Source: an optimization exercise on an open RTL-to-GDS flow (aim: small area). Production flows keep margins and buffers that such runs may drop.
The RTL was checked by simulation tests, not by an equivalence proof against the original design.
Power is estimated from default activity; no workload was simulated.

==> design.v <==
`timescale 1ns / 1ps
module i2c_master #(
    parameter SYS_CLOCK_FREQ_HZ = 100_000_000,
    parameter FAST_MODE_ENABLED = 0
)(
    input wire       i_clk,
    input wire       i_rst,
    input wire [9:0] i_slave_addr,
    input wire [7:0] i_byte_cnt,
    input wire [3:0] i_control_reg,
    input wire [3:0] i_mode_reg,
    input wire [7:0] i_tx_data,
    output wire       o_rx_data_valid,
    output wire       o_tx_data_needed,
    output wire [7:0] o_rx_data,
    output wire [4:0] o_status_reg,
    output wire o_sda,
    output wire o_sda_oe,
    input  wire i_sda,
    output wire o_scl,
    output wire o_scl_oe,
    input  wire i_scl
);
reg [7:0] tcnt;
wire tick = (tcnt == 8'd250);
always @(posedge i_clk) begin
    if (i_rst)     tcnt <= 8'd0;
    else if (tick) tcnt <= 8'd1;
    else           tcnt <= tcnt + 8'd1;
end
reg [2:0] sf, cf;
reg sflt, cflt;
always @(posedge i_clk) begin
    if (i_rst) begin
        sf <= 3'b000; cf <= 3'b000; sflt <= 1'b1; cflt <= 1'b1;
    end else begin
        sf <= {sf[1:0], ~i_sda};
        cf <= {cf[1:0], ~i_scl};
        if (sf[2] == sf[1]) sflt <= ~sf[2];
        if (cf[2] == cf[1]) cflt <= ~cf[2];
    end
end
wire start_trans = i_control_reg[3];
localparam [3:0] IDLE = 4'd0, START = 4'd1, STOP = 4'd2, WS = 4'd3, RS = 4'd4,
                 WADDR = 4'd5, WDATA = 4'd6, REQ = 4'd7, DEV = 4'd8, REGA = 4'd9,
                 RSTART = 4'd10, RD1 = 4'd11, RD2 = 4'd12;
reg [3:0] m;
reg [3:0] b;      
reg [1:0] s;      
reg [7:0] h;      
reg [7:0] l;      
reg [7:0] cnt;
reg rd, ten, ack;
reg busy, txd, rxd, txe;
wire gen    = (m == START) || (m == RSTART) || (m == STOP);
wire addr_s = (m == WADDR) || (m == DEV);
wire data_s = (m == WDATA) || (m == REGA);
wire tx_s   = addr_s || data_s;
wire bit_s  = tx_s || (m == RD1);
wire cnt0   = (cnt == 8'd0);
wire g4     = (b == 4'd1) && (s == 2'd3);
wire b10    = (b == 4'd10);
assign o_tx_data_needed = (m == REQ);
assign o_rx_data_valid  = (m == RD2);
assign o_rx_data        = l;
assign o_status_reg     = {busy, txd, rxd, txe, 1'b0};
assign o_sda_oe = (m != IDLE) && !(tx_s && b == 4'd9) && !((m == RD1) && b != 4'd9);
assign o_scl_oe = (m != IDLE) && !(bit_s && (s == 2'd1 || s == 2'd2));
reg sda;
always @(*) begin
    case (m)
        START, RSTART: sda = (s == 2'd0);
        STOP:          sda = (s == 2'd3);
        WADDR, DEV:    sda = (b == 4'd0 || (b10 && ack)) ? 1'b1 : h[7];
        WDATA, REGA:   sda = (b == 4'd0 || (b10 && ack)) ? 1'b1 : l[7];
        REQ:           sda = 1'b1;
        RD1:           sda = (s == 2'd0) || cnt0;
        default:       sda = 1'b0;
    endcase
end
assign o_sda = sda;
assign o_scl = (m == START || m == RSTART) ? ~s[1] : (m == STOP) ? s[1] : 1'b0;
wire adv = tick && (s != 2'd1 || cflt || gen);
always @(posedge i_clk) begin
    if (i_rst) begin
        m <= IDLE; b <= 4'd0; s <= 2'd0;
        busy <= 1'b0; txd <= 1'b0; rxd <= 1'b0; txe <= 1'b0;
    end else begin
        if (m == IDLE || m == WS || m == RS || m == REQ || m == RD2) begin
            b <= 4'd0; s <= 2'd0;
        end else if (b == 4'd0) begin
            b <= 4'd1; s <= 2'd0;
        end else if (adv && !(gen && g4)) begin
            s <= s + 2'd1;
            if (s == 2'd3) b <= b + 4'd1;
        end
        case (m)
            IDLE: begin
                busy <= start_trans;
                if (!start_trans) begin txd <= 1'b0; rxd <= 1'b0; end
                if (start_trans) m <= START;
            end
            START: if (g4) begin
                m <= ten ? IDLE : rd ? RS : WS;
                b <= 4'd0; s <= 2'd0;
            end
            RSTART: if (g4) begin
                m <= DEV; b <= 4'd0; s <= 2'd0;
            end
            STOP: if (g4) begin
                m <= IDLE; b <= 4'd0; s <= 2'd0;
            end
            WS: m <= WADDR;
            RS: m <= DEV;
            REQ: m <= WDATA;
            RD2: begin
                if (cnt0) begin m <= STOP; rxd <= 1'b1; end
                else m <= RD1;
            end
            RD1: if (b10) begin m <= RD2; b <= 4'd0; s <= 2'd0; end
            default: ;
        endcase
        if (tx_s && b10) begin
            b <= 4'd0; s <= 2'd0;
            if (!ack) begin
                m <= STOP; txe <= 1'b1;
            end else begin
                case (m)
                    WADDR: m <= WDATA;
                    WDATA: if (cnt0) begin m <= STOP; txd <= 1'b1; end else m <= REQ;
                    DEV:   m <= h[7] ? RD1 : REGA;
                    default: m <= RSTART;    
                endcase
            end
        end
    end
end
wire tx_shift = adv && s == 2'd3 && b != 4'd0 && b < 4'd8;
always @(posedge i_clk) begin
    if (m == IDLE && start_trans) begin
        h   <= {i_slave_addr[6:0], i_mode_reg[2] & i_mode_reg[1]};
        l   <= i_tx_data;
        cnt <= i_byte_cnt;
        rd  <= i_mode_reg[2];
        ten <= i_mode_reg[3];
    end else begin
        if (addr_s && tx_shift) h <= {h[6:0], h[7]};
        if (addr_s && b10)      h <= {h[6:0], 1'b1};
        if (data_s && tx_shift) l <= {l[6:0], 1'b0};
        if (m == RD1 && adv && s == 2'd2 && b != 4'd0 && b < 4'd9) l <= {l[6:0], sflt};
        if (m == REQ) l <= i_tx_data;
        if (tx_s && b == 4'd9 && adv && s == 2'd2) ack <= ~sflt;
        if ((m == WADDR && b10 && ack) || (m == DEV && b10 && ack && h[7]) || m == REQ || (m == RD2 && !cnt0)) cnt <= cnt - 8'd1;
    end
end
endmodule
==> run.sh <==
#!/bin/bash
# synth_recipe.tcl (not shown) runs the flow's synth.tcl, then flattens the netlist and writes it again
# the make line also repeats each setting of config.mk as NAME=value (left out here)
make -C /OpenROAD-flow-scripts/flow DESIGN_CONFIG=/design/flow/config.mk WORK_HOME=/design/flow/orfs CLKGATE_MAP_FILE= SYNTH_SCRIPT=/design/flow/synth_recipe.tcl finish
==> config.mk <==
export PLATFORM = sky130hd
export DESIGN_NAME = i2c_master
export DESIGN_NICKNAME = i2c_master
export VERILOG_FILES = /design/flow/design.v
export SDC_FILE = /design/flow/constraint.sdc
export NUM_CORES = 4
export LEC_CHECK = 0
export CAP_MARGIN = 20
export CORE_MARGIN = 2
export CORE_UTILIZATION = 40
export SLEW_MARGIN = 20
==> constraint.sdc <==
create_clock -name core_clock -period 10.0 [get_ports {i_clk}]
set_input_delay 2.0000 -clock core_clock [delete_from_list [all_inputs] [get_ports {i_clk}]]
set_output_delay 2.0000 -clock core_clock [all_outputs]
set_load 0.01 [all_outputs]
==> notes.md <==
outcome finished clean; initial core utilization 0.4131; Layout area overhead 23.40%; H-tree depth 3; Relative slew margins 0.5070; CTS buffer count 9; CP delay by family, top flip-flops; clk sinks 57; sequential area share after synthesis 0.4422; Clk Tree Root Cell clkbuf_8; largest cells by area after synthesis edfxtp_1 (25%), dfxtp_1 (19%), nor2_1 (4.8%), ha_1 (4.7%), a21oi_1 (4.4%); Least-Margin Pin Slew 0.7372 ns; pin count of the biggest net entering global routing 23; RSZ-0062 raised after global routing no; number of synthesized flops with an enable pin 27; PwrDens 246.5 mW/mm^2; Clock Tree Buf Depth 2; largest fanout on the critical path 20; gr ovfl total 0; share of async-settable or async-resettable flops after synthesis 0; final instance count without filler cells 482; Min-Delay Path Class reg -> reg; Final Setup Violations 0; total track usage 0.1670; final worst-path cycle share 0.4773; cell type with the largest total area after synthesis edfxtp_1; via count 2528; Vias/cell 5.245; first-pass GRT wire length 11300 um; Final Power 0.0009711 W; Crit Path Class reg -> out; post-CTS sizing 0; fin worst setup slack 5.227 ns; num rows 32; DRT antenna net count 0; worst endpoint required time 8.00 ns; pre-CTS WS 5.240 ns; CP most frequent cell a31oi_1; worst path cell trace nor4bb_1 -> a31oi_1 -> mux2i_1 -> a31oi_1 -> a211o_1 -> clkdlybuf4s50_1; Pre-antenna DRT Iters 4; share of the synthesized area in the top cell type 0.2540; fmax 0.2095 GHz; nets 425; total die area 0.008710 mm^2; initial drt markers 228; fraction of layout cells with a size suffix above 1 0.1053; Max stage delay on crit path 0.76 ns; net count after synthesis 385; port bufs 48; clk latency of the worst-skew pair 0.34 ns; # diodes 0; crit end category output port; Wirelength per Cell 14.38 um; flops & latches, synth 57; max capacitance violation total 0; Yosys cell types 60; hold buffers post-CTS 0; Setup Buffers After CTS 0; clk slew on worst S/H paths 0.07 ns; Critical Path AT 2.77 ns; DIE HEIGHT 93.33 um; Core Footprint 0.007727 mm^2; DP Wirelength 5073 um; count of warnings emitted by yosys 1; Avg Inst Size Synth 9.528 um^2; clk_skew 0.007329 ns; antenna violations before repair 0; final wirelength 6931 um; Final Hold Violating Endpoints 0; critical path launch point type flip-flop; CP max stage cell dfxtp_1; # IOs 57; Final TNS setup 0 ns; drt drc 0; max-slew violations 0; FILL cells 735; dpl cells 466; Die Width 93.33 um; CTS tree yes; vias in the first global route 2309; Post-Syn Instances 335; gpl congestion 0.9068; hold_ws 0.4416 ns; top_reg_cell synth dfxtp_1; Leak 1.395 nW; Worst VDD drop 0.0001340 V; Mapped Area 0.003192 mm^2; Tmin final 4.773 ns; Critical path buffers and inverters 1
==> cells in the final DEF, fill, tap and decap left out, drive strengths merged, types with 5 or more instances in the layout <==
cell type / Yosys / routed
edfxtp: 27 / 27
clkbuf: 10 / 9
nor3: 7 / 7
mux2: 14 / 14
ha: 12 / 12
nand3: 12 / 12
dfxtp: 30 / 30
inv: 14 / 15
a21oi: 28 / 28
xnor2: 11 / 11
clkdlybuf4s50: 0 / 48
nand2: 19 / 19
o21ai: 12 / 12
nor2b: 11 / 11
nand2b: 10 / 10
xor2: 5 / 5
nor2: 42 / 42
==> worst register-to-register path, cell delays in order, from the launching register on <==
cell and delay [ns]:
dfxtp_1 0.53, or2_2 0.44, nor3_1 0.35, nand2_1 0.53
inv_2 0.40, nor2_2 0.17, o21ai_1 0.42
==> cells by family (layout without fill, tap and decap cells) <==
logic type / Yosys count / after routing / synth area share
buffers and inverters: 33 / 78 / 0.04548
AOI/OAI and AO/OA: 71 / 71 / 0.1490
and+or+nand+nor: 126 / 126 / 0.2062
DFF: 57 / 57 / 0.4422
adders and majority gates: 13 / 13 / 0.05018
other: 1 / 1 / 0.001175
xor gates and xnor gates: 16 / 16 / 0.04390
muxes: 18 / 18 / 0.06194
==> final cells by class <==
cell class	count	area, um^2	area share
clock buffer	9	123.9	0.03145
clock inverter	7	102.6	0.02605
inverter	14	52.55	0.01334
multi-input combinational	245	1640	0.4165
sequential	57	1411	0.3583
tap	102	127.6	0.03240
timing repair buffer	48	480.5	0.1220
==> worst paths after layout <==
check / startpoint / to / slack [ns] / cells after the start
worst max-delay path: m[1]$_SDFFE_PP0P_ / o_sda / 5.23 / 6
worst min-delay path: cf[0]$_SDFF_PP0_ / cf[1]$_SDFF_PP0_ / 0.44 / 1
worst max register to register: m[1]$_SDFFE_PP0P_ / l[6]$_DFFE_PP_ / 6.82 / 6
worst min register to register: cf[0]$_SDFF_PP0_ / cf[1]$_SDFF_PP0_ / 0.44 / 1
==> metrics by stage <==
stage	util	cell area, um^2
2_1_floorplan	-	3192
3_5_place_dp	0.4804	3712
4_1_cts	0.5097	3939
5_1_grt	0.5097	3939
6_report	0.5097	3939
3_3_place_gp	0.4798	3707
==> power by group <==
group | internal [W] | total, W | switching [W]
clock network | 0.000142 | 0.000244 | 0.000102
registers | 0.000313 | 0.000371 | 0.0000576
logic | 0.000170 | 0.000356 | 0.000186
total | 0.000625 | 0.000971 | 0.000346
==> cells in the mapped netlist, types with 5 or more instances <==
library cell	instances
nor2_1	41
dfxtp_1	30
a21oi_1	28
edfxtp_1	27
nand2_1	19
inv_1	13
ha_1	12
mux2_2	12
nand3_1	11
nor2b_1	11
o21ai_0	11
xnor2_1	11
clkbuf_1	10
nand2b_1	10
nor3_1	7
buf_4	5
xor2_1	5
==> sequential cells by signal (all words and copies together), names as in the netlist <==
signal	count
ack	1
b	4
busy	1
cf	3
cflt	1
cnt	8
h	8
l	8
m	4
rd	1
rxd	1
s	2
sf	3
sflt	1
tcnt	8
ten	1
txd	1
txe	1
==> layer usage <==
metal / vias up / GRT usage / share of wire
li1: 1275 / - / -
met1: 1178 / 0.2346 / 0.48
met2: 65 / 0.2452 / 0.45
met3: 10 / 0.04915 / 0.056
met4: 0 / 0.05637 / 0.014
met5: - / 0 / 0

-- port drivers added, routing unchanged --
The flow's constraints put no driver on any port. The routed layout listed below was extracted and timed again, unchanged, in two steps.
Step 1 (the two cells are an assumption about what drives the block):
set clk [get_ports {i_clk}]
set_driving_cell -lib_cell sky130_fd_sc_hd__clkbuf_16 $clk
set_driving_cell -lib_cell sky130_fd_sc_hd__buf_2 [delete_from_list [all_inputs] $clk]
Step 2, shift: input delay + t, output delay - t, t = (earliest + latest rising clock arrival at the registers) / 2. This alone moves slack from input paths to output paths.
Three values: ideal ports, drivers, drivers and shift; two values: the first two.
t (ns): 0.365
setup slack, ns: 5.227 / 5.194 / 5.531
worst setup path at the end: input to register
cell pins on the clock port's net: 1
After both steps setup and hold are still met in this run. For this run, drivers alone change the setup slack by -0.033 ns; drivers and shift together by +0.304 ns.
